This design comes from an exercise in tuning for small area, a short achievable clock period and few clock cycles on the open sky130 flow, not from production work. In this exercise RTL edits were held to simulation tests only and were not proved equivalent to the original. Power and IR drop assume default switching activity.

===== design/flow/config.mk =====
export PLATFORM = sky130hd
export DESIGN_NAME = sw
export DESIGN_NICKNAME = sw
export VERILOG_FILES = /design/flow/design.v
export SDC_FILE = /design/flow/constraint.sdc
export NUM_CORES = 4
export LEC_CHECK = 0
export CAP_MARGIN = 20
export CORE_MARGIN = 2
export CORE_UTILIZATION = 40
export CTS_CLUSTER_DIAMETER = 80
export CTS_CLUSTER_SIZE = 24
export PLACE_DENSITY = 0.6
export SETUP_SLACK_MARGIN = 3.8
export SLEW_MARGIN = 20

===== design/flow/design.v =====
module sw(i0, i1, i2, i3, o0, o1, o2, o3, clk, rst);
  input clk, rst;
  input [9:0] i0, i1, i2, i3;
  output [9:0] o0, o1, o2, o3;
  wire [9:0] in [0:3];
  assign in[0] = i0; assign in[1] = i1; assign in[2] = i2; assign in[3] = i3;
  wire [8:0] f [0:3];      
  wire [3:0] av;           
  wire [3:0] rq [0:3];     
  wire [3:0] hd;           
  wire [3:0] pop;
  reg  [3:0] busy;         
  reg  [3:0] own [0:3];    
  reg  [9:0] ob [0:3];     
  wire [3:0] req [0:3];    
  wire [3:0] gnt [0:3];
  wire [3:0] sel [0:3];    
  wire [3:0] gin;          
  genvar i, j;
  generate
    for (i = 0; i < 4; i = i + 1) begin : g_in
      fifo q(.clk(clk), .rst(rst), .din({in[i][9], in[i][7:0]}),
             .dval(in[i][9] | in[i][8]), .pop(pop[i]), .h(f[i]), .hv(av[i]), .hd(hd[i]), .req(rq[i]));
      assign gin[i] = gnt[0][i] | gnt[1][i] | gnt[2][i] | gnt[3][i];
      assign pop[i] = (~hd[i] & av[i]) | gin[i];
    end
    for (j = 0; j < 4; j = j + 1) begin : g_out
      for (i = 0; i < 4; i = i + 1) begin : g_r
        assign req[j][i] = rq[i][j];
        assign sel[j][i] = busy[j] ? (own[j][i] & av[i]) : gnt[j][i];
      end
      arb a(.clk(clk), .rst(rst), .req(req[j]), .busy(busy[j]), .gnt(gnt[j]));
    end
  endgenerate
  function [9:0] pick;
    input [3:0] s;
    input [8:0] f0, f1, f2, f3;
    input [3:0] h;
    begin
      pick = ({10{s[0]}} & {f0[8], ~h[0], f0[7:0]}) |
             ({10{s[1]}} & {f1[8], ~h[1], f1[7:0]}) |
             ({10{s[2]}} & {f2[8], ~h[2], f2[7:0]}) |
             ({10{s[3]}} & {f3[8], ~h[3], f3[7:0]});
    end
  endfunction
  wire [3:0] tl = av & {f[3][8], f[2][8], f[1][8], f[0][8]};
  integer k, n;
  always @(posedge clk) begin
    for (k = 0; k < 4; k = k + 1)
      ob[k] <= pick(sel[k], f[0], f[1], f[2], f[3], hd);
    if (rst) begin
      busy <= 4'b0000;
      for (k = 0; k < 4; k = k + 1) begin
        ob[k][9:8] <= 2'b00;
      end
    end else begin
      for (k = 0; k < 4; k = k + 1) begin
        busy[k] <= busy[k] ? ~|(own[k] & tl) : |req[k];
        if (!busy[k]) own[k] <= gnt[k];
      end
    end
  end
  assign o0 = ob[0];
  assign o1 = ob[1];
  assign o2 = ob[2];
  assign o3 = ob[3];
endmodule
module fifo(clk, rst, din, dval, pop, h, hv, hd, req);
  input clk, rst, dval, pop;
  input [8:0] din;
  output reg [8:0] h;    
  output reg hv;         
  output reg [3:0] req;  
  reg [15*9-1:0] mem;    
  reg [3:0] rp, wp;      
  output reg hd;         
  reg empty;             
  function [3:0] dec;
    input [1:0] d;
    dec = {d == 2'd3, d == 2'd2, d == 2'd1, d == 2'd0};
  endfunction
  wire [8:0] rd = mem[9*rp +: 9];
  wire [3:0] rpn, wpn;           
  inc15 ir(.p(rp), .n(rpn));
  inc15 iw(.p(wp), .n(wpn));
  wire e_rd = (rpn == wp);       
  wire take = ~hv | pop;         
  wire fromm = take & ~empty;    
  wire byp = take & empty & dval;  
  wire wr = dval & ~byp;         
  wire [3:0] rq_rd = dec(rd[1:0]);
  wire [3:0] rq_in = dval ? dec(din[1:0]) : 4'b0000;
  wire tl = ~hd & h[8];          
  integer k;
  always @(posedge clk) begin
    for (k = 0; k < 15; k = k + 1)
      if (dval && wp == k) mem[9*k +: 9] <= din;
    if (take) h <= empty ? din : rd;
    if (rst) begin
      rp <= 4'd0;
      wp <= 4'd0;
      empty <= 1'b1;
      hv <= 1'b0;
      hd <= 1'b1;
      req <= 4'b0000;
    end else begin
      if (wr) wp <= wpn;
      if (fromm) rp <= rpn;
      empty <= fromm ? (wr ? empty : e_rd) : (wr ? 1'b0 : empty);
      hv <= ~take | ~empty | dval;
      if (pop) hd <= tl;
      if (pop) req <= tl ? (empty ? rq_in : rq_rd) : 4'b0000;
      else if (!hv) req <= hd ? rq_in : 4'b0000;
    end
  end
endmodule
module inc15(p, n);
  input [3:0] p;
  output [3:0] n;
  assign n = (p == 4'd14) ? 4'd0 : p + 4'd1;
endmodule
module arb(clk, rst, req, busy, gnt);
  input clk, rst, busy;
  input [3:0] req;
  output [3:0] gnt;
  reg [5:0] p;           
  wire [3:0] w [0:3];
  assign w[0] = {p[2], p[1], p[0], 1'b0};
  assign w[1] = {p[4], p[3], 1'b0, ~p[0]};
  assign w[2] = {p[5], 1'b0, ~p[3], ~p[1]};
  assign w[3] = {1'b0, ~p[5], ~p[4], ~p[2]};
  genvar i;
  generate
    for (i = 0; i < 4; i = i + 1) begin : g
      assign gnt[i] = req[i] & ~busy &
                      ~(req[(i+1)%4] & w[(i+1)%4][i]) &
                      ~(req[(i+2)%4] & w[(i+2)%4][i]) &
                      ~(req[(i+3)%4] & w[(i+3)%4][i]);
    end
  endgenerate
  always @(posedge clk) begin
    if (rst)
      p <= 6'b111111;    
    else if (~busy & |req)    
      p <= ({6{gnt[0]}} & 6'b111000) |    
           ({6{gnt[1]}} & 6'b100001) |    
           ({6{gnt[2]}} & 6'b001011) |    
           ({6{gnt[3]}} & 6'b111111);     
  end
endmodule

===== design/flow/constraint.sdc =====
create_clock -name core_clock -period 6.0 [get_ports {clk}]
set_input_delay 1.2000 -clock core_clock [delete_from_list [all_inputs] [get_ports {clk}]]
set_output_delay 1.2000 -clock core_clock [all_outputs]
set_load 0.01 [all_outputs]

===== design/flow/flow/run.sh =====
#!/bin/bash
# Standard ORFS layout, with plain buffers (buf_4) on the ports instead of the
# delay-cell buffers buffer_ports picks by default, and sizing not held to
# the cell footprint.
set -euo pipefail
export BUFFER_PORTS_ARGS="-buffer_cell sky130_fd_sc_hd__buf_4"
bash standard.sh MATCH_CELL_FOOTPRINT=0 finish > orfs_make.log 2>&1

===== design/flow/standard.sh =====
#!/bin/bash
# synth_recipe.tcl (not shown) runs the flow's synth.tcl, then flattens the netlist and writes it again
# the make line also repeats each setting of config.mk as NAME=value (left out here)
make -C /OpenROAD-flow-scripts/flow DESIGN_CONFIG=/design/flow/config.mk WORK_HOME=/design/flow/orfs CLKGATE_MAP_FILE= SYNTH_SCRIPT=/design/flow/synth_recipe.tcl "${@:-finish}"

==> flow_summary.ini, run 1 <==
[status]
status = no timing/DRC/antenna violations

[setup_path]
crit_fanout = 9
r2r_end = g_in[3].q.req[0]$_SDFFE_PP0N_
critPathKind = register to register
reg2regPathDepth = 8
endpoint = g_in[3].q.req[0]$_SDFFE_PP0N_
critPathLaunchType = register
crit_arrival_ns = 2.79
required_ns = 6.48
critical_path.endpoint_type = register
rrSetupSlack_ns = 3.70
critPathLaunch = g_in[3].q.rp[0]$_SDFFE_PP0P_
r2r_start = g_in[3].q.rp[0]$_SDFFE_PP0P_

[grt]
first_global_vias = 17800
grt_usage_pct = 18.7
grt.met3_usage_pct = 2.75
use_met1_pct = 26.9
grt_overflow = 0
grt_max_degree = 78
met2_usage_pct = 30.1
grt_pass1_wl_um = 112000
grt_busiest_layer = met2
antenna_found_initial = 2

[worst_hold_path]
hold_depth = 1
hp-class = register to register

[placed_design]
place_inst = 2925
dp_hpwl_um = 46800
gp_congestion = 0.892
io_buffers = 81
place_ws_ns = 2.78

[sta]
min_period_ns = 2.30
clock_skew_ns = 0.0218
fmax_ghz = 0.434
setup_ws_ns = 3.70
setup_violations = 0
grt_setup_unrepaired = true
post-route-period-util_pct = 38.4
hold_viol_final = 0
hold_slack_ns = 0.483
drv_slew = 0
setup-tns-final_ns = 0
max-slew-margin-rel_pct = 26.0
worstMarginPinSlew_ns = 1.11

[detailed_routing]
drt-total-wl_um = 74100
viasPerCell = 5.87
drtIter0Drc = 2313
vias = 18100
wl_per_cell_um = 24.0
drc = 0
ant_nets = 0
first_pass_iters = 6

[cells_and_area]
final_nets = 2137
layout-drive-gt1-share_pct = 30.6
area_growth_pct = 17.3
fin_cells = 3091
fill_cells = 6248
num_antenna_cells = 0

[clock_tree]
clk_pin_slew_ns = 0.09
cts-root-buf = clkbuf_16
cts.path.max_buffers = 3
cts_buffers = 39
holdBufCountCts = 0
clock-sinks = 720
htreeDepth = 2
cts_tree = done
worstSkewPairLatency_ns = 0.60

[synth]
synth.avg_cell_area_um2 = 15.1
ys_types = 82
syn_area_um2 = 30100
synth_seq_cells = 720
yosys_warnings = 7
yosysSeqAreaShare_pct = 67.5
synthCells = 2000
yosysMostFrequentCell = edfxtp_1
synth_edf_count = 592
synthTopCellsByCount = 592 x edfxtp_1, 146 x nand2_1, 128 x dfxtp_1
syn-num-nets = 2042
synth_top_area_share_pct = 59.0
async_reset_ff_share_pct = 0
synth_flop_cell = edfxtp_1
synth.area.top_cells = edfxtp_1 59%, mux4_2 9.5%, dfxtp_1 8.5%
synth_area_leader_cell = edfxtp_1

[floorplanning]
dieArea_um2 = 77500
start_util_pct = 40.5
core_region_area_um2 = 74400
die_h_um = 278
die_w_um = 278
std_cell_rows = 100
ios = 82

[power_and_ir_drop]
power.leakage_nw = 11.2
powerDensity_nw_per_um2 = 376
ir_drop_mv = 0.178

[run]
drv_cap = 0
==> cell families (layout without fill, tap and decap cells) <==
logic type | Yosys count | count (layout) | share of synthesized area, %
DFF | 720 | 720 | 67.5
and+or+nand+nor | 483 | 483 | 7.94
AOI/OAI and AO/OA | 391 | 391 | 9.23
muxes | 219 | 219 | 12.7
buffers and inverters | 179 | 301 | 2.36
xor gates and xnor gates | 8 | 8 | 0.233
==> layout make-up <==
type | count | area [µm²] | area share, %
sequential | 720 | 20500 | 58.0
multi-input combinational | 1101 | 10100 | 28.6
timing repair buffer | 188 | 2110 | 5.96
tap | 969 | 1210 | 3.43
clock buffer | 57 | 1110 | 3.14
inverter | 45 | 183 | 0.517
clock inverter | 11 | 115 | 0.326
==> stage by stage <==
stage / utilization [%] / cell area [µm²] / power (mW)
CTS: 46.1 / 34300 / 13.0
finish: 47.4 / 35300 / 13.3
detailed placement: 43.2 / 32200 / 9.74
global route: 47.4 / 35300 / 13.9
floorplan: - / 30900 / 8.64
global placement: 43.2 / 32200 / 9.67
==> state kept, by name (all words and copies together), names as in the netlist <==
register / cells
busy: 4
g_in.q.empty: 4
g_in.q.h: 36
g_in.q.hd: 4
g_in.q.hv: 4
g_in.q.mem: 540
g_in.q.req: 16
g_in.q.rp: 16
g_in.q.wp: 16
g_out.a.p: 24
ob: 40
own: 16
==> power by group <==
group	internal, mW	switching [mW]
Sequential	6.07	0.684
Clock	1.33	1.63
Combinational	1.68	1.89
Total	9.09	4.20
==> critical path, cell delays in order, from the launching register on <==
cell       delay [ns]
dfxtp_4          0.37
buf_4            0.12
buf_12           0.12
mux4_2           0.49
mux2i_1          0.17
o211ai_1         0.21
a2111oi_2        0.47
nor2_1           0.10
nor4_2           0.16
==> layer usage <==
layer | wire length (µm) | part of all wire (%)
met2 | 35400 | 48
met5 | 23 | 0.031
met3 | 4140 | 5.6
met4 | 1680 | 2.3
met1 | 32800 | 44
==> placed cells by master (no fill, tap or decap), types with 16 or more instances in the layout <==
cell type    n
mux4_2     127
nor3_4      21
dfxtp_2     64
inv_1       39
buf_6       43
a22oi_1     79
o21ai_0     63
edfxtp_1   592
nor3_1      17
a31o_2      16
buf_12      25
nand3_1     39
a21oi_1     69
clkbuf_16   51
mux2_2      19
a211o_1     16
dfxtp_1     45
nand2b_1    29
nor2_4      43
nand2_1    141
nor2_1      58
buf_4      105
dfxtp_4     19
a31oi_1     27
mux2i_1     56
==> worst min path at each step <==
stage                                       from                      endpoint
floorplan           g_out[2].a.p[1]$_SDFFE_PP1P_  g_out[2].a.p[1]$_SDFFE_PP1P_
CTS                 g_out[1].a.p[1]$_SDFFE_PP1P_  g_out[1].a.p[1]$_SDFFE_PP1P_
global route        g_out[1].a.p[0]$_SDFFE_PP1P_  g_out[1].a.p[0]$_SDFFE_PP1P_
finish              g_out[1].a.p[1]$_SDFFE_PP1P_  g_out[1].a.p[1]$_SDFFE_PP1P_
detailed placement  g_out[1].a.p[1]$_SDFFE_PP1P_  g_out[1].a.p[1]$_SDFFE_PP1P_
global placement    g_out[0].a.p[3]$_SDFFE_PP1P_  g_out[0].a.p[3]$_SDFFE_PP1P_
==> what timing repair did <==
action | in CTS | in global routing
buffers inserted | 39 | 49
cloned | 4 | 6
pin swaps | 15 | 35
gates resized for setup | 163 | 85
setup endpoints to repair | 234 | 367
Testbench counts, summed over its fixed seeds: cycles 2,639.
==> run 2: changes to the inputs <==
==> design/flow/flow/run.sh (replaced) <==
#!/bin/bash
# Standard ORFS layout, with plain buffers (buf_4) on the ports instead of the
# delay-cell buffers buffer_ports picks by default.
set -euo pipefail
export BUFFER_PORTS_ARGS="-buffer_cell sky130_fd_sc_hd__buf_4"
bash standard.sh finish > orfs_make.log 2>&1
--- a/design/flow/config.mk
+++ b/design/flow/config.mk
@@ -13,3 +13,3 @@
 export PLACE_DENSITY = 0.6
-export SETUP_SLACK_MARGIN = 3.8
+export SETUP_SLACK_MARGIN = 3.6
 export SLEW_MARGIN = 20
==> run 2 against run 1 <==
- still clean
- via count fell by 2.0%
- critical path depth decreased by 3
- clock-buffer cell count unchanged
- maximum frequency down 6.0%
- wire length fell by 1.8%
- clock power hardly changed
- global-route usage down 0.17 points
- flip-flop and latch count unchanged
- cell area decreased by 4.7%
- sequential share of layout area rose by 2.6 points
- clock skew fell by 0.0087 ns
- combinational power is 13% lower
- critical path type is now input pin to register
- largest power group unchanged
==> flow_summary.ini, run 2 <==
[detailed_routing]
wl_per_cell_um = 24.1
first_pass_iters = 6
top_layer = met5
ant_nets = 0
drc = 0
drtIter0Drc = 2041
route.met2.wl_um = 34200
viasPerCell = 5.89
vias = 17800
drt-met1-wl_um = 32200
wl_met3_um = 4630
drt-total-wl_um = 72800

[clock_tree]
worstSkewPairLatency_ns = 0.58
htreeDepth = 2
clock-sinks = 720
cts.path.max_buffers = 3
holdBufCountCts = 0
clk_pin_slew_ns = 0.09
cts_tree = done
cts_buffers = 38
cts-root-buf = clkbuf_16

[placed_design]
dp_hpwl_um = 47700
place_inst = 2927
io_buffers = 81
gp_congestion = 0.837
place_ws_ns = 2.80

[cells_and_area]
num_antenna_cells = 0
final_nets = 2062
regArea_um2 = 20400
layout-drive-gt1-share_pct = 23.5
top_register = g_in.q.mem
final_common_cell = edfxtp_1
mostFrequentLayoutCells = 592 x edfxtp_1, 142 x nand2_1, 127 x mux4_2
fin_cells = 3019
multiInputGateArea_um2 = 9600
final_util_pct = 45.2
largest_reg_flops = 540
fill_cells = 6461
area_growth_pct = 11.7
top_regs = g_in.q.mem x540, ob x40, g_in.q.h x36

[sta]
setup_violations = 0
max-slew-margin-rel_pct = 36.3
grt_setup_unrepaired = true
worstMarginPinSlew_ns = 0.950
min_period_ns = 2.45
setup_ws_ns = 3.55
hold_viol_final = 0
drv_slew = 0
fmax_ghz = 0.408
clock_skew_ns = 0.0131
post-route-period-util_pct = 40.8
setup-tns-final_ns = 0

[setup_path]
critPathKind = input pin to register
crit_fanout = 18
critical_path.endpoint_type = register
crit_arrival_ns = 2.65
critPathLaunchType = input pin
required_ns = 6.20

[synth]
synth.area.top_cells = edfxtp_1 59%, mux4_2 9.5%, dfxtp_1 8.5%
synth_seq_cells = 720
ys_types = 82
synthTopCellsByCount = 592 x edfxtp_1, 146 x nand2_1, 128 x dfxtp_1
synth_edf_count = 592
synth_top_area_share_pct = 59.0
synthCells = 2000
async_reset_ff_share_pct = 0
synth_flop_cell = edfxtp_1
synth_area_leader_cell = edfxtp_1
synth.avg_cell_area_um2 = 15.1
syn-num-nets = 2042
syn_area_um2 = 30100
yosysMostFrequentCell = edfxtp_1
yosys_warnings = 7
yosysSeqAreaShare_pct = 67.5

[grt]
grt_usage_pct = 18.6
grt_overflow = 0
first_global_vias = 17500
antenna_found_initial = 1
grt_pass1_wl_um = 111000
grt_max_degree = 80

[floorplanning]
die_h_um = 278
core_region_area_um2 = 74400
ios = 82
std_cell_rows = 100
dieArea_um2 = 77500
die_w_um = 278
start_util_pct = 40.5

[power_and_ir_drop]
ir_drop_mv = 0.238
powerDensity_nw_per_um2 = 379
power.leakage_nw = 10.6

[run]
drv_cap = 0

[worst_hold_path]
hp-class = register to register

[status]
status = no timing/DRC/antenna violations
-- run 2: logic make-up after synthesis --
| logic type | synth area share [%] |
|---|---|
| simple gates | 7.94 |
| buf+inv | 2.36 |
| xor+xnor | 0.233 |
| compound gates | 9.23 |
| mux | 12.7 |
| flops | 67.5 |
-- run 2: critical path, stage by stage --
cell and delay (ns):
buf_4 0.19, nor2_1 0.17, nor2_1 0.12, nand2_1 0.20, nor3_2 0.77
-- run 2: path summary, 6_finish.rpt --
check,cells past startpoint,end,start,slack (ns)
max,5,g_in[3].q.mem[11]$_DFFE_PP_,i3[9],3.55
min,1,g_out[0].a.p[3]$_SDFFE_PP1P_,g_out[0].a.p[3]$_SDFFE_PP1P_,0.48
max reg2reg,6,g_in[3].q.wp[1]$_SDFFE_PP0P_,g_in[3].q.hv$_SDFF_PP0_,3.68
min reg2reg,1,g_out[0].a.p[3]$_SDFFE_PP1P_,g_out[0].a.p[3]$_SDFFE_PP1P_,0.48
-- run 2: per-layer routing --
| metal | GRT usage, % | vias to the layer above |
|---|---|---|
| met3 | 2.63 | 91 |
| met5 | 0 | - |
| li1 | - | 7938 |
| met1 | 26.9 | 9046 |
| met4 | 4.95 | 2 |
| met2 | 29.5 | 704 |
-- run 2: timing repair --
item | 4_1_cts | 5_1_grt
setup endpoints to repair | 139 | 251
setup buffers | 11 | 7
pin swaps | 3 | 6
gates cloned | 1 | 3
gates resized for setup | 41 | 55
-- run 2: power breakdown --
group	internal (mW)	switching [mW]	total (mW)
Clock	1.38	1.59	2.97
Combinational	1.33	1.78	3.11
Sequential	6.05	0.632	6.68
Total	8.76	4.00	12.8
-- run 2: through the flow --
| step | total power [mW] | hold WS [ns] | area (µm²) |
|---|---|---|---|
| final | 12.8 | 0.476 | 33600 |
| after global routing | 13.3 | 0.503 | 33600 |
| after CTS | 12.7 | 0.483 | 33300 |
| after detailed placement | 9.67 | 0.461 | 31800 |
| after global placement | 9.60 | 0.455 | 31800 |
| after floorplan | 8.56 | 0.440 | 30500 |
-- run 2: final cells by class --
class | instances | share of cell area [%]
Clock buffer | 57 | 3.29
Clock inverter | 13 | 0.416
Inverter | 45 | 0.532
Multi-Input combinational cell | 1101 | 28.5
Sequential cell | 720 | 60.6
Tap cell | 969 | 3.60
Timing Repair Buffer | 113 | 3.02
Timing Repair inverter | 1 | 0.0223
==> run 3: changes to the inputs <==
--- a/design/flow/design.v
+++ b/design/flow/design.v
@@ -76,3 +76,3 @@
   output reg hd;         
-  reg empty;             
+  reg empty, full;       
   function [3:0] dec;
@@ -86,2 +86,3 @@
   wire e_rd = (rpn == wp);       
+  wire f_wr = (wpn == rp);       
   wire take = ~hv | pop;         
@@ -96,3 +97,3 @@
     for (k = 0; k < 15; k = k + 1)
-      if (dval && wp == k) mem[9*k +: 9] <= din;
+      if (!full && wp == k) mem[9*k +: 9] <= din;
     if (take) h <= empty ? din : rd;
@@ -102,2 +103,3 @@
       empty <= 1'b1;
+      full <= 1'b0;
       hv <= 1'b0;
@@ -109,2 +111,3 @@
       empty <= fromm ? (wr ? empty : e_rd) : (wr ? 1'b0 : empty);
+      full <= wr ? (fromm ? full : f_wr) : (fromm ? 1'b0 : full);
       hv <= ~take | ~empty | dval;
==> run 3 against run 2 <==
- final cell count increased by 6.0%
- combinational power up 11%
- global-route usage decreased by 0.33 points
- first-iteration DRC count increased by 5.1%
- die area grew 2.4%
- synthesized cell count is 5.5% higher
- power increased by 4.7%
- sequential share of layout area fell by 0.94 points
- critical path depth grew 2
- register-to-register slack worse by 0.07 ns
- sequential power is 3.6% higher
- via count grew 4.2%
- critical endpoint is now g_in[0].q.req[1]$_SDFFE_PP0N_
- largest power group unchanged
==> flow_summary.ini, run 3 <==
[sta]
clock_skew_ns = 0.0406
post-route-period-util_pct = 39.8
setup_violations = 0
fmax_ghz = 0.418
grt_setup_unrepaired = true
min_period_ns = 2.39
worstMarginPinSlew_ns = 1.09
max-slew-margin-rel_pct = 26.8
drv_slew = 0
setup-tns-final_ns = 0
hold_viol_final = 0

[floorplanning]
dieArea_um2 = 79400
die_h_um = 282
ios = 82
start_util_pct = 40.5
core_region_area_um2 = 76200
std_cell_rows = 101
die_w_um = 282

[setup_path]
critPathMaxStageDelay_ns = 0.49
crit_fanout = 8
critical_path.endpoint_type = register
critPathLaunchType = register
cp_slowest_cell = dfxtp_1
critPathKind = register to register
required_ns = 6.50
crit_arrival_ns = 2.89
path_cells = nor2b_1, o2111a_1, nor4_4, buf_4, nor3b_2, or4b_1, a211oi_1

[power_and_ir_drop]
powerDensity_nw_per_um2 = 389
ir_drop_mv = 0.221
p_comb_share_pct = 25.9
power.leakage_nw = 10.8
internal_power_mw = 9.06
seqPwrFrac_pct = 51.8
p_clk_share_pct = 22.3
p_total_mw = 13.4
power.switching_mw = 4.30
swShare_pct = 32.2

[detailed_routing]
wl_per_cell_um = 22.8
vias = 18500
top_layer = met5
route.met2.wl_um = 33900
drt-met1-wl_um = 33200
viasPerCell = 5.79
ant_nets = 0
wl_met3_um = 4860
first_pass_iters = 6
drtIter0Drc = 2146
drt-total-wl_um = 73100
drc = 0

[clock_tree]
worstSkewPairLatency_ns = 0.61
cts_buffers = 39
cts_tree = done
cts.path.max_buffers = 3
clk_pin_slew_ns = 0.09
htreeDepth = 2
cts-root-buf = clkbuf_16
clock-sinks = 724
holdBufCountCts = 0

[grt]
first_global_vias = 17800
grt_overflow = 0
grt_usage_pct = 18.2
grt_pass1_wl_um = 111000
grt_max_degree = 77
antenna_found_initial = 1

[placed_design]
place_inst = 3107
gp_congestion = 0.849
placed_cell_area_um2 = 32500
io_buffers = 81
dp_hpwl_um = 46900

[cells_and_area]
top_register = g_in.q.mem
final_common_cell = edfxtp_1
final_util_pct = 45.0
regArea_um2 = 20500
multiInputGateArea_um2 = 9980
fill_cells = 6583
area_growth_pct = 11.2
mostFrequentLayoutCells = 592 x edfxtp_1, 136 x nand2_1, 120 x buf_4
num_antenna_cells = 0
layout-drive-gt1-share_pct = 21.2
top_regs = g_in.q.mem x540, ob x40, g_in.q.h x36
final_area_um2 = 34300
largest_reg_flops = 540
fin_cells = 3200
final_nets = 2186

[synth]
synthTopCellsByCount = 592 x edfxtp_1, 137 x nand2_1, 132 x dfxtp_1
yosys_warnings = 7
syn-num-nets = 2152
async_reset_ff_share_pct = 0
synth.avg_cell_area_um2 = 14.6
synth_area_leader_cell = edfxtp_1
synth_top_area_share_pct = 57.6
syn_area_um2 = 30800
ys_types = 86
synth_flop_cell = edfxtp_1
synth_seq_cells = 724
synth_edf_count = 592
synth.area.top_cells = edfxtp_1 58%, dfxtp_1 8.6%, mux4_2 8.2%
yosysMostFrequentCell = edfxtp_1
yosysSeqAreaShare_pct = 66.2
synthCells = 2110

[worst_hold_path]
hp-class = register to register

[run]
drv_cap = 0

[status]
status = no timing/DRC/antenna violations
run 3: changes by cell type in the layout (fill, tap and decap cells not counted), moves of 11 or more:
cell,previous run,this run
mux4_2,127,112
a22oi_1,79,68
mux2_2,33,22
nor2b_1,17,28
a21oi_1,69,89
mux2i_1,59,79
nor2_1,67,97
buf_4,96,120
run 3: timing repair:
action | CTS | global route
pin swaps | 3 | 4
gates resized for setup | 58 | 47
setup endpoints to repair | 207 | 171
buffers inserted | 19 | 7
run 3: metrics by stage:
stage          setup WS (ns)  hold slack, ns
2_1_floorplan           3.61           0.435
3_3_place_gp            2.59           0.454
3_5_place_dp            2.53           0.458
4_1_cts                 3.36           0.474
5_1_grt                 3.47           0.505
6_report                3.61           0.473
run 3: path summary, 6_finish.rpt:
check,startpoint,to,slack (ns),cells past startpoint
setup reg to reg,g_in[0].q.req[1]$_SDFFE_PP0N_,g_in[0].q.req[1]$_SDFFE_PP0N_,3.61,7
setup / recovery,g_in[0].q.req[1]$_SDFFE_PP0N_,g_in[0].q.req[1]$_SDFFE_PP0N_,3.61,7
hold / removal,g_out[1].a.p[2]$_SDFFE_PP1P_,g_out[1].a.p[2]$_SDFFE_PP1P_,0.47,2
hold reg to reg,g_out[1].a.p[2]$_SDFFE_PP1P_,g_out[1].a.p[2]$_SDFFE_PP1P_,0.47,2
run 3: logic make-up (layout without fill, tap and decap cells):
| kind of cell | Yosys count | after routing | share of synthesized area (%) |
|---|---|---|---|
| multiplexers | 217 | 217 | 11.7 |
| AO/OA/AOI/OAI | 487 | 487 | 11.5 |
| AND/OR/NAND/NOR | 480 | 480 | 7.84 |
| flip-flops | 724 | 724 | 66.2 |
| XOR/XNOR | 10 | 10 | 0.284 |
| buffers and inverters | 192 | 252 | 2.53 |
run 3: power groups by stage:
stage / combinational, mW / clock [mW] / sequential [mW]
final: 3.46 / 2.98 / 6.92
after global routing: 3.76 / 3.22 / 6.99
after CTS: 3.40 / 3.06 / 6.89
after detailed placement: 3.19 / 0 / 7.02
after global placement: 3.14 / 0 / 6.99
after floorplan: 2.42 / 0 / 6.57
run 3: area by class of cell:
cell class	instances	area share, %
clock buffer	52	3.17
clock inverter	15	0.456
inverter	49	0.558
multi-input combinational	1194	29.1
sequential	724	59.7
tap	1030	3.76
timing repair buffer	136	3.31
run 3: worst max-delay path, delay by kind of cell, from the launching register on:
family          cells  cell delay (ns)
compound gates      2             0.56
buf+inv             1             0.18
simple gates        4             1.07
flops               1             0.49
run 3: routing by layer:
| metal | vias up | GRT usage [%] |
|---|---|---|
| li1 | 8429 | - |
| met3 | 73 | 3.09 |
| met1 | 9388 | 26.7 |
| met2 | 638 | 28.8 |
| met4 | 2 | 3.46 |
| met5 | - | 0 |
Testbench counts of run 3, summed over its fixed seeds: cycles 2,639.
==> run 4: changes to the inputs <==
--- a/design/flow/design.v
+++ b/design/flow/design.v
@@ -12,3 +12,3 @@
   reg  [3:0] busy;         
-  reg  [3:0] own [0:3];    
+  wire [3:0] own [0:3];    
   reg  [9:0] ob [0:3];     
@@ -28,3 +28,4 @@
       for (i = 0; i < 4; i = i + 1) begin : g_r
-        assign req[j][i] = rq[i][j];
+        assign req[j][i] = rq[i][j] & hd[i];
+        assign own[j][i] = rq[i][j] & ~hd[i];
         assign sel[j][i] = busy[j] ? (own[j][i] & av[i]) : gnt[j][i];
@@ -58,3 +59,2 @@
         busy[k] <= busy[k] ? ~|(own[k] & tl) : |req[k];
-        if (!busy[k]) own[k] <= gnt[k];
       end
@@ -114,4 +114,5 @@
       if (pop) hd <= tl;
-      if (pop) req <= tl ? (empty ? rq_in : rq_rd) : 4'b0000;
-      else if (!hv) req <= hd ? rq_in : 4'b0000;
+      if (pop) begin
+        if (tl) req <= empty ? rq_in : rq_rd;
+      end else if (!hv && hd) req <= rq_in;
     end
==> design/flow/flow/run.sh (replaced) <==
#!/bin/bash
# Standard ORFS layout, with plain buffers (buf_4) on the ports instead of the
# delay-cell buffers buffer_ports picks by default, and sizing not held to
# the cell footprint.
set -euo pipefail
export BUFFER_PORTS_ARGS="-buffer_cell sky130_fd_sc_hd__buf_4"
bash standard.sh MATCH_CELL_FOOTPRINT=0 finish > orfs_make.log 2>&1
--- a/design/flow/config.mk
+++ b/design/flow/config.mk
@@ -7,9 +7,10 @@
 export LEC_CHECK = 0
+export ABC_AREA = 1
 export CAP_MARGIN = 20
 export CORE_MARGIN = 2
-export CORE_UTILIZATION = 40
+export CORE_UTILIZATION = 65
 export CTS_CLUSTER_DIAMETER = 80
 export CTS_CLUSTER_SIZE = 24
-export PLACE_DENSITY = 0.6
-export SETUP_SLACK_MARGIN = 3.6
+export PLACE_DENSITY = 0.85
+export SETUP_SLACK_MARGIN = 3.8
 export SLEW_MARGIN = 20
==> run 4 against run 3 <==
- largest power group unchanged
- critical path type is now register to primary output
- highest routed layer unchanged
- critical endpoint is now o0[8]
- first-iteration DRC count is 64% higher
- wire length is 6.4% higher
- critical path depth down 6
- flip-flop and latch count is 16 lower
==> flow_summary.ini, run 4 <==
[grt]
antenna_found_initial = 1
first_global_vias = 21500
grt_pass1_wl_um = 119000
grt_usage_pct = 32.2
grt_overflow = 0
grt_max_degree = 42

[synth]
synth_flop_cell = edfxtp_1
synth.avg_cell_area_um2 = 10.3
muxShareOfSynthArea_pct = 0
synthCells = 2918
synth_edf_count = 576
synthAdderAreaFrac_pct = 0
syn_area_um2 = 30200
synth_seq_cells = 708
synth_xor_area_share_pct = 0.464
synth-simple-area-share_pct = 18.7
syn-num-nets = 2960
yosys_warnings = 5
synth_top_family_by_area = simple AND/OR/NAND/NOR gates
synth.area.top_cells = edfxtp_1 57%, dfxtp_1 8.8%, nand2_1 7.5%
yosysSeqAreaShare_pct = 66.0
ys_types = 49
async_reset_ff_share_pct = 0
synth_top_area_share_pct = 57.3
synth-compound-area-share_pct = 10.1
synth_area_leader_cell = edfxtp_1
synthTopCellsByCount = 602 x nand2_1, 576 x edfxtp_1, 464 x nor2_1
yosysMostFrequentCell = nand2_1

[setup_path]
required_ns = 4.80
crit_fanout = 1
critPathLaunch = ob[0][8]$_SDFF_PP0_
cp_num_buf_inv = 1
critPathTopFamily = flip-flops
critPathKind = register to primary output
path_cells = buf_6
cp_slowest_cell = dfxtp_2
critPathMaxStageDelay_ns = 0.33
critPathLaunchType = register
critical_path.endpoint_type = primary output
crit_arrival_ns = 1.04
rrSetupSlack_ns = 3.85
r2r_start = g_in[3].q.wp[0]$_SDFFE_PP0P_

[power_and_ir_drop]
internal_power_mw = 9.26
p_clk_share_pct = 19.0
powerDensity_nw_per_um2 = 451
p_comb_share_pct = 33.2
seqPwrFrac_pct = 47.9
power.switching_mw = 5.72
swShare_pct = 38.2
ir_drop_mv = 0.319
power.leakage_nw = 12.5

[placed_design]
gp_congestion = 0.946
io_buffers = 81
place_inst = 3516
dp_hpwl_um = 49700

[detailed_routing]
drc = 0
wl_per_cell_um = 21.4
drt-total-wl_um = 77800
vias = 22800
viasPerCell = 6.27
ant_nets = 0
first_pass_iters = 8
drtIter0Drc = 3521

[sta]
hold_viol_final = 0
fmax_ghz = 0.446
drv_slew = 0
min_period_ns = 2.24
max-slew-margin-rel_pct = 21.5
setup-tns-final_ns = 0
post-route-period-util_pct = 37.4
worstMarginPinSlew_ns = 1.17
setup_violations = 0
clock_skew_ns = 0.0231
grt_setup_unrepaired = true

[cells_and_area]
top_register = g_in.q.mem
final_common_cell = nand2_1
area_growth_pct = 9.90
num_antenna_cells = 0
top_regs = g_in.q.mem x540, ob x40, g_in.q.h x36
largest_reg_flops = 540
final_nets = 3044
layout-drive-gt1-share_pct = 11.8
fin_cells = 3631
mostFrequentLayoutCells = 598 x nand2_1, 576 x edfxtp_1, 453 x nor2_1

[clock_tree]
htreeDepth = 2
holdBufCountCts = 0
clk_pin_slew_ns = 0.09
clock-sinks = 708
cts-root-buf = clkbuf_16
cts_tree = done
cts_buffers = 37
worstSkewPairLatency_ns = 0.59
cts.path.max_buffers = 3

[run]
drv_cap = 0

[floorplanning]
die_h_um = 220
die_w_um = 220
std_cell_rows = 78
ios = 82
dieArea_um2 = 48200
core_region_area_um2 = 45600
start_util_pct = 66.3

[status]
status = no timing/DRC/antenna violations

[worst_hold_path]
hp-start = g_out[2].a.p[4]$_SDFFE_PP1P_
hp-class = register to register
==> run 4: timing repair <==
item,4_1_cts,5_1_grt
pin swaps,2,1
setup endpoints to repair,128,145
gates resized for setup,109,48
gates cloned,10,0
endpoints found under the hold margin,0,0
buffers inserted,11,25
==> run 4: final timing paths <==
path	cells past startpoint	endpoint
min reg2reg	2	g_out[2].a.p[4]$_SDFFE_PP1P_
min	2	g_out[2].a.p[4]$_SDFFE_PP1P_
max	1	o0[8]
max reg2reg	4	g_in[3].q.mem[87]$_DFFE_PP_
==> run 4: cell families (layout without fill, tap and decap cells) <==
family,count (synthesis),in the layout
and+or+nand+nor,1341,1343
buffers and inverters,358,469
AOI/OAI and AO/OA,495,495
xor gates and xnor gates,16,16
DFF,708,708
==> run 4: power by group through the flow <==
stage                     sequential [mW]  combinational (mW)  clock (mW)
final                                7.17                4.97        2.84
after global routing                 7.24                5.42        3.00
after CTS                            7.12                4.71        2.85
after detailed placement             7.19                4.57           0
after global placement               7.16                4.40           0
after floorplan                      6.89                3.20           0
==> run 4: stage by stage <==
| step | hold WS, ns | cell area [µm²] | power [mW] | setup WS, ns | util [%] |
|---|---|---|---|---|---|
| finish | 0.475 | 33200 | 15.0 | 3.76 | 72.8 |
| global route | 0.498 | 33200 | 15.7 | 3.74 | 72.8 |
| CTS | 0.476 | 32800 | 14.7 | 3.75 | 72.0 |
| detailed placement | 0.464 | 31200 | 11.8 | 2.77 | 68.5 |
| global placement | 0.451 | 31200 | 11.6 | 2.78 | 68.5 |
| floorplan | 0.433 | 30200 | 10.1 | 3.90 | - |
==> run 4: per-layer routing <==
layer / GRT usage (%) / vias up / share of wire [%]
li1: - / 10300 / -
met1: 45.4 / 10700 / 39
met2: 51.0 / 1576 / 46
met3: 5.78 / 224 / 12
met4: 11.1 / 2 / 3.3
met5: 0 / - / 0.021
==> run 4: cell type report <==
cell class	count	area, µm²
Timing Repair inverter	8	57.6
Timing Repair Buffer	134	1250
Multi-Input combinational cell	1854	8930
Clock buffer	60	1090
Inverter	259	1030
Fill cell	3052	12400
Clock inverter	8	75.1
Sequential cell	708	20000
Tap cell	600	751
Testbench counts of run 4, summed over its fixed seeds: cycles 2,639.
==> run 5: changes to the inputs <==
--- a/design/flow/config.mk
+++ b/design/flow/config.mk
@@ -16 +16,2 @@
 export SLEW_MARGIN = 20
+export TNS_END_PERCENT = 10
==> run 5 against run 4 <==
- first-iteration DRC count grew 2.8%
- power shrank 0.74%
- register-to-register slack lost 0.097 ns
- setup slack lost 0.0064 ns
- flip-flop and latch count is the same
- critical path depth grew 6
- cell area shrank 0.82%
- combinational power shrank 2%
- largest cell class unchanged
- largest power group unchanged
- highest routed layer unchanged
==> flow_summary.ini, run 5 <==
[floorplanning]
dieArea_um2 = 48200
ios = 82
std_cell_rows = 78
start_util_pct = 66.3
die_h_um = 220
die_w_um = 220
core_region_area_um2 = 45600

[power_and_ir_drop]
internal_power_mw = 9.19
p_total_mw = 14.9
power.switching_mw = 5.69
ir_drop_mv = 0.359
seqPwrFrac_pct = 48.0
powerDensity_nw_per_um2 = 452
power.leakage_nw = 12.4
p_clk_share_pct = 19.1
p_comb_share_pct = 32.9
swShare_pct = 38.2

[grt]
antenna_found_initial = 2
grt_overflow = 0
first_global_vias = 21400
grt_usage_pct = 31.8
grt_max_degree = 42
grt_pass1_wl_um = 118000

[clock_tree]
holdBufCountCts = 0
worstSkewPairLatency_ns = 0.60
clk_pin_slew_ns = 0.09
cts_tree = done
cts.path.max_buffers = 3
cts-root-buf = clkbuf_16
htreeDepth = 2
clock-sinks = 708
cts_buffers = 37

[synth]
syn-num-nets = 2960
synth_seq_cells = 708
synth_top_area_share_pct = 57.3
ys_types = 49
yosys_warnings = 5
async_reset_ff_share_pct = 0
yosysSeqAreaShare_pct = 66.0
synthCells = 2918
yosysMostFrequentCell = nand2_1
synthTopCellsByCount = 602 x nand2_1, 576 x edfxtp_1, 464 x nor2_1
synth.area.top_cells = edfxtp_1 57%, dfxtp_1 8.8%, nand2_1 7.5%
synth_area_leader_cell = edfxtp_1
synth_edf_count = 576
syn_area_um2 = 30200
synth.avg_cell_area_um2 = 10.3
synth_flop_cell = edfxtp_1

[worst_hold_path]
hold_depth = 2
hp-class = register to register
hp-start = g_out[2].a.p[4]$_SDFFE_PP1P_
hold-path-endpoint = g_out[2].a.p[4]$_SDFFE_PP1P_

[sta]
max-slew-margin-rel_pct = 24.9
worstMarginPinSlew_ns = 1.12
min_period_ns = 2.25
hold_viol_final = 0
setup-tns-final_ns = 0
hold_slack_ns = 0.473
drv_slew = 0
clock_skew_ns = 0.0234
grt_setup_unrepaired = true
fmax_ghz = 0.445
setup_violations = 0
post-route-period-util_pct = 37.5

[setup_path]
reg2regPathDepth = 7
path_cells = clkbuf_8, nand2_2, clkinvlp_2, a221oi_1, o21ai_0, nand3_1, a21oi_1
critPathKind = register to register
crit_arrival_ns = 2.59
critical_path.endpoint_type = register
r2r_start = g_in[2].q.rp[0]$_SDFFE_PP0P_
rrSetupSlack_ns = 3.75
critPathMaxStageDelay_ns = 0.47
crit_fanout = 41
cp_slowest_cell = clkinvlp_2
required_ns = 6.34
critPathLaunchType = register
r2r_end = g_in[2].q.h[6]$_DFFE_PN_

[cells_and_area]
final_nets = 3038
fin_cells = 3625
area_growth_pct = 9.00
num_antenna_cells = 0
top_regs = g_in.q.mem x540, ob x40, g_in.q.h x36
largest_reg_flops = 540
final_common_cell = nand2_1
mostFrequentLayoutCells = 597 x nand2_1, 576 x edfxtp_1, 458 x nor2_1
layout-drive-gt1-share_pct = 10.1
top_register = g_in.q.mem

[placed_design]
place_inst = 3516
gp_congestion = 0.946
io_buffers = 81
dp_hpwl_um = 49700

[run]
drv_cap = 0

[status]
status = no timing/DRC/antenna violations

[detailed_routing]
drc = 0
ant_nets = 0
first_pass_iters = 9
wl_per_cell_um = 21.3
vias = 22600
drt-total-wl_um = 77300
drtIter0Drc = 3620
viasPerCell = 6.24
run 5: cell counts after synthesis:
No cell type changed its count.
run 5: area by class of cell:
cell class                 count  area, µm²
clock buffer                  60       1090
clock inverter                 8       75.1
fill                        3086      12700
inverter                     259       1020
multi-input combinational   1855       8910
sequential                   708      20000
tap                          600        751
timing repair buffer         127       1060
timing repair inverter         8       50.0
run 5: power groups by stage:
stage	combinational [mW]	sequential (mW)	clock, mW
5_1_grt	5.34	7.20	3.01
4_1_cts	4.65	7.09	2.85
6_report	4.89	7.14	2.84
3_5_place_dp	4.57	7.19	0
3_3_place_gp	4.40	7.16	0
2_1_floorplan	3.20	6.89	0
run 5: worst max path at each step:
stage                            startpoint                       endpoint  slack (ns)  depth (start not counted)
2_1_floorplan                         i1[8]    g_in[1].q.full$_SDFFE_PP0P_        3.90                          6
3_3_place_gp                            rst  g_in[3].q.req[0]$_SDFFE_PP0P_        2.78                          7
3_5_place_dp                            rst  g_in[3].q.req[0]$_SDFFE_PP0P_        2.77                          7
4_1_cts        g_in[2].q.rp[0]$_SDFFE_PP0P_  g_in[2].q.req[1]$_SDFFE_PP0P_        3.69                         11
5_1_grt        g_in[3].q.rp[0]$_SDFFE_PP0P_  g_in[3].q.req[2]$_SDFFE_PP0P_        3.62                         11
6_report       g_in[2].q.rp[0]$_SDFFE_PP0P_       g_in[2].q.h[6]$_DFFE_PN_        3.75                          7
run 5: kinds of logic (layout without fill, tap and decap cells):
kind of cell              Yosys count  after routing  share of synthesized area [%]
and+or+nand+nor                  1341           1344                           18.7
DFF                               708            708                           66.0
AOI/OAI and AO/OA                 495            495                           10.1
buffers and inverters             358            462                           4.69
xor gates and xnor gates           16             16                          0.464
run 5: critical path: cells and delay by family (launching register included):
family                 cells  cell delay, ns
and+or+nand+nor            2            0.35
buffers and inverters      2            0.71
AOI/OAI and AO/OA          3            0.63
DFF                        1            0.31
run 5: per-stage QoR:
| step | cell area [µm²] | util, % | setup slack (ns) |
|---|---|---|---|
| after floorplan | 30200 | - | 3.90 |
| after global placement | 31200 | 68.5 | 2.78 |
| after detailed placement | 31200 | 68.5 | 2.77 |
| after CTS | 32600 | 71.5 | 3.69 |
| after global routing | 32900 | 72.2 | 3.62 |
| final | 32900 | 72.2 | 3.75 |
run 5: per-layer routing:
metal  wire, µm  share of wire, %  global-route usage (%)  vias to the layer above
met5         28             0.036                       0                        -
met4       2580               3.3                    11.1                        4
met3       9270                12                    5.91                      224
met2      35300                46                    49.8                     1525
met1      30000                39                    45.1                    10600
li1           -                 -                       -                    10200
run 5: repair_timing:
action	4_1_cts	5_1_grt
cloned	8	3
setup buffers	7	21
setup endpoints to repair	128	182
pin swaps	2	2
gates resized for setup	30	30
==> run 6: changes to the inputs <==
--- a/design/flow/config.mk
+++ b/design/flow/config.mk
@@ -11,7 +11,6 @@
 export CORE_UTILIZATION = 65
-export CTS_CLUSTER_DIAMETER = 80
-export CTS_CLUSTER_SIZE = 24
+export CTS_CLUSTER_DIAMETER = 70
+export CTS_CLUSTER_SIZE = 20
 export PLACE_DENSITY = 0.85
-export SETUP_SLACK_MARGIN = 3.8
+export SETUP_SLACK_MARGIN = 3.75
 export SLEW_MARGIN = 20
-export TNS_END_PERCENT = 10
==> run 6 against run 5 <==
- final cell count grew 0.33%
- clock power increased by 8.1%
- global-route usage is 0.71 points higher
- clock skew grew 0.0036 ns
- highest routed layer is now met4
==> flow_summary.ini, run 6 <==
[sta]
grt_setup_unrepaired = true
hold_viol_final = 0
fmax_ghz = 0.447
setup_violations = 0
min_period_ns = 2.24
setup-tns-final_ns = 0
worstMarginPinSlew_ns = 1.13
post-route-period-util_pct = 37.3
drv_slew = 0
clock_skew_ns = 0.0270
max-slew-margin-rel_pct = 24.5

[placed_design]
io_buffers = 81
dp_hpwl_um = 49700
gp_congestion = 0.946
place_inst = 3516

[status]
status = no timing/DRC/antenna violations

[synth]
synth_edf_count = 576
ys_types = 49
synth_top_area_share_pct = 57.3
synth_seq_cells = 708
async_reset_ff_share_pct = 0
synth_area_leader_cell = edfxtp_1
yosysMostFrequentCell = nand2_1
yosysSeqAreaShare_pct = 66.0
yosys_warnings = 5
synth_flop_cell = edfxtp_1
synth.avg_cell_area_um2 = 10.3
synth.area.top_cells = edfxtp_1 57%, dfxtp_1 8.8%, nand2_1 7.5%
syn_area_um2 = 30200
synthCells = 2918
syn-num-nets = 2960
synthTopCellsByCount = 602 x nand2_1, 576 x edfxtp_1, 464 x nor2_1

[detailed_routing]
first_pass_iters = 6
drc = 0
viasPerCell = 6.29
ant_nets = 0
drtIter0Drc = 3637
wl_per_cell_um = 21.5
vias = 22900
drt-total-wl_um = 78300

[clock_tree]
holdBufCountCts = 0
cts_buffers = 43
clock-sinks = 708
cts_tree = done
worstSkewPairLatency_ns = 0.61
htreeDepth = 2
clk_pin_slew_ns = 0.08
cts.path.max_buffers = 3
cts-root-buf = clkbuf_16

[floorplanning]
core_region_area_um2 = 45600
start_util_pct = 66.3
std_cell_rows = 78
die_h_um = 220
dieArea_um2 = 48200
die_w_um = 220
ios = 82

[cells_and_area]
final_util_pct = 73.0
top_regs = g_in.q.mem x540, ob x40, g_in.q.h x36
fin_cells = 3637
fill_cells = 3010
layout-drive-gt1-share_pct = 11.3
area_growth_pct = 10.1
largest_reg_flops = 540
final_nets = 3044
top_register = g_in.q.mem
final_common_cell = nand2_1
mostFrequentLayoutCells = 599 x nand2_1, 576 x edfxtp_1, 457 x nor2_1

[grt]
grt_pass1_wl_um = 120000
grt_usage_pct = 32.5
grt_overflow = 0
grt_max_degree = 42
antenna_found_initial = 1
first_global_vias = 21800

[setup_path]
crit_fanout = 1
critical_path.endpoint_type = primary output
critPathTopFamily = flip-flops
cp_slowest_cell = dfxtp_2
critPathKind = register to primary output
cp_num_buf_inv = 1
required_ns = 4.80
critPathMaxStageDelay_ns = 0.33
crit_arrival_ns = 1.04
critPathLaunchType = register
path_cells = buf_6

[worst_hold_path]
hp-class = register to register

[power_and_ir_drop]
ir_drop_mv = 0.291
powerDensity_nw_per_um2 = 456
power.leakage_nw = 12.5

[run]
drv_cap = 0
## run 6: cell counts after synthesis
No cell type changed its count.
## run 6: logic make-up after synthesis
family / Yosys count / share of synthesized area (%)
buf+inv: 358 / 4.69
compound gates: 495 / 10.1
xor+xnor: 16 / 0.464
simple gates: 1341 / 18.7
flops: 708 / 66.0
## run 6: routing by layer
metal  track usage [%]  up-vias  routed length (µm)
met5                 0        -                   0
met4              12.6        0                3000
met3              6.42      265                8880
met2              51.0     1606               36200
met1              45.2    10700               30200
li1                  -    10300                   -
## run 6: worst paths after layout
check                           cells after the start                    startpoint  slack (ns)                           end
worst max-delay path                                1              ob[2][6]$_DFF_P_        3.76                         o2[6]
worst min-delay path                                2  g_out[2].a.p[4]$_SDFFE_PP1P_        0.47  g_out[2].a.p[4]$_SDFFE_PP1P_
worst max register to register                      7  g_in[1].q.rp[0]$_SDFFE_PP0P_        3.80      g_in[1].q.h[2]$_DFFE_PN_
worst min register to register                      2  g_out[2].a.p[4]$_SDFFE_PP1P_        0.47  g_out[2].a.p[4]$_SDFFE_PP1P_
## run 6: cell type report
class	count	area (µm²)	share of cell area, %
clock inverter	7	72.6	0.218
clock buffer	72	1270	3.82
inverter	259	1020	3.08
multi-input combinational	1854	8910	26.8
tap	600	751	2.26
antenna	1	2.50	0.00752
timing repair inverter	5	32.5	0.0978
timing repair buffer	131	1190	3.59
sequential	708	20000	60.1
## run 6: repair_timing
action / 4_1_cts / 5_1_grt
cloned: 7 / 0
setup endpoints to repair: 106 / 115
buffers inserted: 11 / 22
gates resized for setup: 76 / 49
pin swaps: 2 / 1
## run 6: stage by stage
step	hold WS, ns	power [mW]	cell area [µm²]	setup WS (ns)
2_1_floorplan	0.433	10.1	30200	3.90
3_3_place_gp	0.451	11.6	31200	2.78
3_5_place_dp	0.464	11.8	31200	2.77
4_1_cts	0.475	14.9	32900	3.75
5_1_grt	0.493	15.8	33300	3.72
6_report	0.471	15.1	33300	3.76
## run 6: power by group
part | internal, mW | leakage (nW) | switching [mW]
Sequential | 6.44 | 6.37 | 0.727
Clock | 1.49 | 0.646 | 1.58
Combinational | 1.48 | 5.53 | 3.43
Total | 9.41 | 12.5 | 5.74
==> run 7: changes to the inputs <==
--- a/design/flow/design.v
+++ b/design/flow/design.v
@@ -129,8 +129,4 @@
   output [3:0] gnt;
-  reg [5:0] p;           
-  wire [3:0] w [0:3];
-  assign w[0] = {p[2], p[1], p[0], 1'b0};
-  assign w[1] = {p[4], p[3], 1'b0, ~p[0]};
-  assign w[2] = {p[5], 1'b0, ~p[3], ~p[1]};
-  assign w[3] = {1'b0, ~p[5], ~p[4], ~p[2]};
+  reg [1:0] ptr;
+  wire [3:0] pri = 4'b0001 << ptr;
   genvar i;
@@ -138,6 +134,6 @@
     for (i = 0; i < 4; i = i + 1) begin : g
-      assign gnt[i] = req[i] & ~busy &
-                      ~(req[(i+1)%4] & w[(i+1)%4][i]) &
-                      ~(req[(i+2)%4] & w[(i+2)%4][i]) &
-                      ~(req[(i+3)%4] & w[(i+3)%4][i]);
+      assign gnt[i] = req[i] & ~busy & (pri[i] |
+                        (pri[(i+3)%4] & ~req[(i+3)%4]) |
+                        (pri[(i+2)%4] & ~req[(i+2)%4] & ~req[(i+3)%4]) |
+                        (pri[(i+1)%4] & ~req[(i+1)%4] & ~req[(i+2)%4] & ~req[(i+3)%4]));
     end
@@ -146,8 +142,5 @@
     if (rst)
-      p <= 6'b111111;    
+      ptr <= 2'd0;
     else if (~busy & |req)    
-      p <= ({6{gnt[0]}} & 6'b111000) |    
-           ({6{gnt[1]}} & 6'b100001) |    
-           ({6{gnt[2]}} & 6'b001011) |    
-           ({6{gnt[3]}} & 6'b111111);     
+      ptr <= {gnt[1] | gnt[2], gnt[0] | gnt[2]};    
   end
==> run 7 against run 6 <==
- still clean
- clock-buffer cell count did not move
- final cell count fell by 4.9%
- sequential power fell by 2%
- die area fell by 3.4%
- cell area fell by 2.6%
- area after synthesis fell by 3.5%
- synthesized cell count fell by 5.9%
- power fell by 1.3%
- wire length fell by 0.67%
- combinational power barely moved
- clock skew fell by 0.012 ns
- via count fell by 2.8%
- largest cell class unchanged
- highest routed layer unchanged
==> flow_summary.ini, run 7 <==
[power_and_ir_drop]
p_clk_share_pct = 20.2
p_total_mw = 15.0
swShare_pct = 38.1
p_comb_share_pct = 32.8
power.leakage_nw = 11.5
power.switching_mw = 5.69
ir_drop_mv = 0.257
internal_power_mw = 9.27
powerDensity_nw_per_um2 = 462
seqPwrFrac_pct = 47.0

[cells_and_area]
largest_reg_flops = 540
final_area_um2 = 32400
mostFrequentLayoutCells = 586 x nand2_1, 576 x edfxtp_1, 386 x nor2_1
num_antenna_cells = 0
final_nets = 2875
top_regs = g_in.q.mem x540, ob x40, g_in.q.h x36
final_util_pct = 73.2
top_register = g_in.q.mem
area_growth_pct = 11.1
layout-drive-gt1-share_pct = 11.1
final_common_cell = nand2_1

[setup_path]
cp_num_buf_inv = 1
critPathMaxStageDelay_ns = 0.37
path_cells = buf_6
critPathLaunchType = register
critPathTopFamily = flip-flops
cp_slowest_cell = dfxtp_2
critical_path.endpoint_type = primary output
crit_arrival_ns = 1.07
critPathKind = register to primary output
crit_fanout = 1
required_ns = 4.80

[sta]
setup-tns-final_ns = 0
min_period_ns = 2.27
setup_violations = 0
fmax_ghz = 0.441
clock_skew_ns = 0.0154
drv_slew = 0
max-slew-margin-rel_pct = 22.2
worstMarginPinSlew_ns = 1.16
hold_viol_final = 0
grt_setup_unrepaired = true
hold_slack_ns = 0.504
post-route-period-util_pct = 37.8

[synth]
yosysMostFrequentCell = nand2_1
yosys_warnings = 5
synth.avg_cell_area_um2 = 10.6
yosysSeqAreaShare_pct = 67.3
syn-num-nets = 2787
synth_flop_cell = edfxtp_1
synth_top_area_share_pct = 59.3
synth_area_leader_cell = edfxtp_1
synth_seq_cells = 692
synth.area.top_cells = edfxtp_1 59%, dfxtp_1 8.0%, nand2_1 7.6%
syn_area_um2 = 29200
synthTopCellsByCount = 592 x nand2_1, 576 x edfxtp_1, 390 x nor2_1
synthCells = 2745
synth_edf_count = 576
ys_types = 43
async_reset_ff_share_pct = 0

[placed_design]
dp_hpwl_um = 48300
placed_cell_area_um2 = 30300
io_buffers = 81
gp_congestion = 0.943

[worst_hold_path]
hp-class = register to register

[detailed_routing]
vias = 22300
ant_nets = 0
drtIter0Drc = 3211
wl_per_cell_um = 22.5
first_pass_iters = 8
viasPerCell = 6.44
drt-total-wl_um = 77800
drc = 0

[floorplanning]
core_region_area_um2 = 44200
dieArea_um2 = 46600
start_util_pct = 65.9
std_cell_rows = 77
die_w_um = 216
die_h_um = 216
ios = 82

[grt]
grt_usage_pct = 32.8
first_global_vias = 20800
grt_max_degree = 43
grt_overflow = 0
grt_pass1_wl_um = 118000
antenna_found_initial = 0

[clock_tree]
htreeDepth = 2
cts.path.max_buffers = 3
clock-sinks = 692
clk_pin_slew_ns = 0.08
cts-root-buf = clkbuf_16
cts_tree = done
worstSkewPairLatency_ns = 0.60
cts_buffers = 42
holdBufCountCts = 0

[run]
drv_cap = 0

[status]
status = no timing/DRC/antenna violations
-- run 7: cell count changes after synthesis, moves of 28 or more --
cell     previous run  this run
inv_1             231       152
nor2_1            464       390
o21ai_0           169       235
nand4_1            30        69
nand3_1           154       118
a21oi_1           119        91
-- run 7: final cells by class --
type                            instances  area [µm²]
Clock buffer                           72        1230
Clock inverter                          6        82.6
Timing Repair inverter                  8        52.6
Fill cell                            2845       11800
Sequential cell                       692       19700
Multi-Input combinational cell       1783        8600
Inverter                              164         672
Tap cell                              592         741
Timing Repair Buffer                  142        1330
-- run 7: power by group through the flow --
stage	sequential [mW]	combinational (mW)	clock (mW)
floorplan	6.67	3.14	0
global placement	7.02	4.30	0
detailed placement	7.04	4.45	0
CTS	6.97	4.61	3.02
global route	7.09	5.35	3.20
finish	7.03	4.91	3.02
-- run 7: stage by stage --
step,instances,setup slack (ns)
final,3459,3.73
after global routing,3459,3.67
after CTS,3441,3.72
after detailed placement,3335,3.02
after global placement,3335,3.09
after floorplan,2745,3.78
-- run 7: per-layer routing --
metal | routed length, µm | track usage, % | vias to the layer above
li1 | - | - | 9890
met1 | 29500 | 46.5 | 10500
met2 | 35800 | 50.7 | 1621
met3 | 9730 | 6.64 | 236
met4 | 2770 | 12.1 | 0
met5 | 0 | 0 | -
-- run 7: worst register-to-register path, delay by kind of cell, from the launching register on --
kind / cells / cell delay, ns
AOI/OAI and AO/OA: 3 / 0.90
DFF: 1 / 0.32
buffers and inverters: 2 / 0.50
and+or+nand+nor: 2 / 0.32
-- run 7: final timing paths --
path	cells past startpoint	from	slack, ns	end
setup / recovery	1	ob[1][8]$_SDFF_PP0_	3.73	o1[8]
hold / removal	2	g_in[3].q.full$_SDFFE_PP0P_	0.50	g_in[3].q.full$_SDFFE_PP0P_
setup reg to reg	7	g_in[2].q.rp[2]$_SDFFE_PP0P_	3.76	g_in[2].q.h[7]$_DFFE_PN_
hold reg to reg	2	g_in[3].q.full$_SDFFE_PP0P_	0.50	g_in[3].q.full$_SDFFE_PP0P_
-- run 7: cell families (layout without fill, tap and decap cells) --
group                  Yosys count  in the layout  synth area share (%)
AND/OR/NAND/NOR               1234           1235                  17.6
flip-flops                     692            692                  67.3
AO/OA/AOI/OAI                  527            527                  10.8
buffers and inverters          271            392                  3.62
XOR/XNOR                        21             21                 0.631
-- run 7: timing repair --
| action | in CTS | in global routing |
|---|---|---|
| resized for setup | 78 | 69 |
| setup endpoints to repair | 91 | 113 |
| gates cloned | 8 | 3 |
| setup buffers | 20 | 14 |
| pin swaps | 2 | 4 |
Testbench counts of run 7, summed over its fixed seeds: cycles 2,639.
==> run 8: changes to the inputs <==
--- a/design/flow/config.mk
+++ b/design/flow/config.mk
@@ -11,6 +11,6 @@
 export CORE_UTILIZATION = 65
-export CTS_CLUSTER_DIAMETER = 70
-export CTS_CLUSTER_SIZE = 20
+export CTS_CLUSTER_DIAMETER = 80
+export CTS_CLUSTER_SIZE = 24
 export PLACE_DENSITY = 0.85
-export SETUP_SLACK_MARGIN = 3.75
+export SETUP_SLACK_MARGIN = 3.8
 export SLEW_MARGIN = 20
==> run 8 against run 7 <==
- first-iteration DRC count is 7.2% higher
- critical endpoint unchanged
- flip-flop and latch count unchanged
- setup slack improved by 0.010 ns
- critical path type unchanged
- sequential power about the same
- die area stayed put
- utilization rose by 0.20 points
- area after synthesis stayed put
- non-clock buffer count rose by 22
- clock power shrank about 10%
- final cell count rose by 0.29%
==> flow_summary.ini, run 8 <==
[setup_path]
cp_num_buf_inv = 1
critPathLaunchType = register
r2r_start = g_in[3].q.rp[2]$_SDFFE_PP0P_
critical_path.endpoint_type = primary output
critPathLaunch = ob[1][8]$_SDFF_PP0_
cp_num_cells = 1
crit_fanout = 1
required_ns = 4.80
cp_slowest_cell = dfxtp_4
reg2regPathDepth = 6
critPathKind = register to primary output
critPathTopFamily = flip-flops
r2r_end = g_in[3].q.h[4]$_DFFE_PN_
path_cells = buf_6
rrSetupSlack_ns = 3.82
critPathMaxStageDelay_ns = 0.36
crit_arrival_ns = 1.06

[clock_tree]
clk_pin_slew_ns = 0.09
holdBufCountCts = 0
cts_tree = done
htreeDepth = 2
clock-sinks = 692
cts_buffers = 37
cts-root-buf = clkbuf_16
worstSkewPairLatency_ns = 0.59
cts.path.max_buffers = 3

[floorplanning]
ios = 82
die_h_um = 216
dieArea_um2 = 46600
std_cell_rows = 77
core_region_area_um2 = 44200
start_util_pct = 65.9
die_w_um = 216

[sta]
setup_violations = 0
grt_setup_unrepaired = true
hold_viol_final = 0
max-slew-margin-rel_pct = 26.1
worstMarginPinSlew_ns = 1.10
hold_slack_ns = 0.491
post-route-period-util_pct = 37.6
fmax_ghz = 0.443
drv_slew = 0
clock_skew_ns = 0.0239
setup-tns-final_ns = 0
min_period_ns = 2.26

[power_and_ir_drop]
powerDensity_nw_per_um2 = 455
power.leakage_nw = 11.6
ir_drop_mv = 0.349

[cells_and_area]
mostFrequentLayoutCells = 577 x nand2_1, 576 x edfxtp_1, 381 x nor2_1
top_regs = g_in.q.mem x540, ob x40, g_in.q.h x36
area_growth_pct = 11.4
layout-drive-gt1-share_pct = 12.8
largest_reg_flops = 540
final_nets = 2893
fill_cells = 2836
num_antenna_cells = 0
final_common_cell = nand2_1
top_register = g_in.q.mem

[grt]
grt_max_degree = 42
grt_pass1_wl_um = 116000
antenna_found_initial = 1
grt_overflow = 0
grt_usage_pct = 32.2
first_global_vias = 20800

[worst_hold_path]
hp-start = g_in[0].q.full$_SDFFE_PP0P_
hold_depth = 2
hold-path-endpoint = g_in[0].q.full$_SDFFE_PP0P_
hp-class = register to register

[synth]
synthCells = 2745
synth_area_leader_cell = edfxtp_1
ys_types = 43
synth.area.top_cells = edfxtp_1 59%, dfxtp_1 8.0%, nand2_1 7.6%
synth_seq_cells = 692
synth_edf_count = 576
yosysSeqAreaShare_pct = 67.3
synth_flop_cell = edfxtp_1
syn_area_um2 = 29200
synth.avg_cell_area_um2 = 10.6
yosysMostFrequentCell = nand2_1
syn-num-nets = 2787
async_reset_ff_share_pct = 0
synthTopCellsByCount = 592 x nand2_1, 576 x edfxtp_1, 390 x nor2_1
synth_top_area_share_pct = 59.3
yosys_warnings = 5

[placed_design]
gp_congestion = 0.953
io_buffers = 81
dp_hpwl_um = 48000

[run]
drv_cap = 0

[detailed_routing]
first_pass_iters = 6
vias = 22200
ant_nets = 0
wl_per_cell_um = 21.9
viasPerCell = 6.40
drtIter0Drc = 3442
drt-total-wl_um = 76100
drc = 0

[status]
status = no timing/DRC/antenna violations
## run 8: how the worst max path moves through the flow
stage / end / slack [ns]
after detailed placement: g_in[2].q.req[1]$_SDFFE_PP0P_ / 2.92
after global routing: o1[8] / 3.73
after global placement: g_in[3].q.h[4]$_DFFE_PN_ / 3.13
after floorplan: g_in[1].q.req[0]$_SDFFE_PP0P_ / 3.81
after CTS: o1[8] / 3.74
final: o1[8] / 3.74
## run 8: repair_timing
item                       in CTS  in global routing
gates cloned                    9                  1
gates resized for setup       112                 81
setup buffers                  30                 30
setup endpoints to repair     129                116
pin swaps                       4                  4
## run 8: logic make-up (layout without fill, tap and decap cells)
| group | Yosys count | after routing | share of synthesized area (%) |
|---|---|---|---|
| xor gates and xnor gates | 21 | 21 | 0.631 |
| and+or+nand+nor | 1234 | 1235 | 17.6 |
| buffers and inverters | 271 | 402 | 3.62 |
| DFF | 692 | 692 | 67.3 |
| AOI/OAI and AO/OA | 527 | 527 | 10.8 |
## run 8: report_power, final
| group | internal, mW | total (mW) | switching [mW] | leakage (nW) |
|---|---|---|---|---|
| Clock | 1.20 | 2.71 | 1.51 | 0.534 |
| Combinational | 1.61 | 5.02 | 3.41 | 4.79 |
| Sequential | 6.25 | 7.03 | 0.782 | 6.25 |
## run 8: final cells by class
type                    instances  area [µm²]  share of cell area, %
flip-flops and latches        692       19700                   60.7
multi-input cells            1783        8660                   26.7
repair buffers                164        1520                   4.68
clock buffers                  56        1010                   3.10
well taps                     592         741                   2.28
inverters                     164         672                   2.07
clock inverters                 9         104                  0.320
repair inverters                9        60.1                  0.185
## run 8: per-stage QoR
stage	total power [mW]	cell area, µm²	cells	utilization, %	worst slack [ns]
floorplan	9.81	29200	2745	-	3.81
global placement	11.3	30200	3334	68.4	3.13
detailed placement	11.5	30200	3334	68.4	2.92
CTS	14.4	32000	3438	72.4	3.74
global route	15.4	32500	3469	73.4	3.73
finish	14.8	32500	3469	73.4	3.74
## run 8: routing by layer
layer	vias up	share of wire, %	GRT usage [%]
met5	-	0	0
met4	0	3.6	11.7
met3	209	12	5.14
met2	1520	46	50.9
met1	10600	38	46.0
li1	9918	-	-

==> separate check: timing with driven ports <==
No port has a modelled driver above. Below, the same layouts with a new extraction and two added sets of constraints. Step 1: set_driving_cell puts a clkbuf_16 on clk and a buf_2 on each other input, an assumption about the parent block. Step 2 times the ports against the registers' clock, not the clock port: input delays grow and output delays shrink by t, the midpoint of the rising clock arrivals with the driver on. Slacks: ideal / step 1 / step 2; pairs: ideal / step 1.
run	t, ns	setup WS [ns]	latest minus earliest clock arrival (ns)	worst register clock-pin slew, ns	pins driven straight from the clock port
run 1	0.642	3.696 / 3.665 / 3.248	0.030 / 0.030	0.10 / 0.10	1
run 2	0.643	3.549 / 3.587 / 2.945	0.017 / 0.017	0.10 / 0.10	1
run 3	0.657	3.609 / 3.609 / 3.129	0.044 / 0.044	0.10 / 0.10	1
run 4	0.641	3.759 / 3.700 / 3.353	0.030 / 0.030	0.11 / 0.11	1
run 5	0.645	3.753 / 3.693 / 3.166	0.031 / 0.031	0.11 / 0.11	1
run 6	0.651	3.763 / 3.703 / 3.361	0.034 / 0.034	0.09 / 0.09	1
run 7	0.655	3.732 / 3.672 / 3.191	0.016 / 0.017	0.09 / 0.09	1
run 8	0.632	3.743 / 3.683 / 3.237	0.027 / 0.028	0.10 / 0.10	1
After both steps setup and hold are still met in every run listed. For run 2, which loses most, drivers alone change the setup slack by +0.038 ns; drivers and shift together by -0.604 ns.
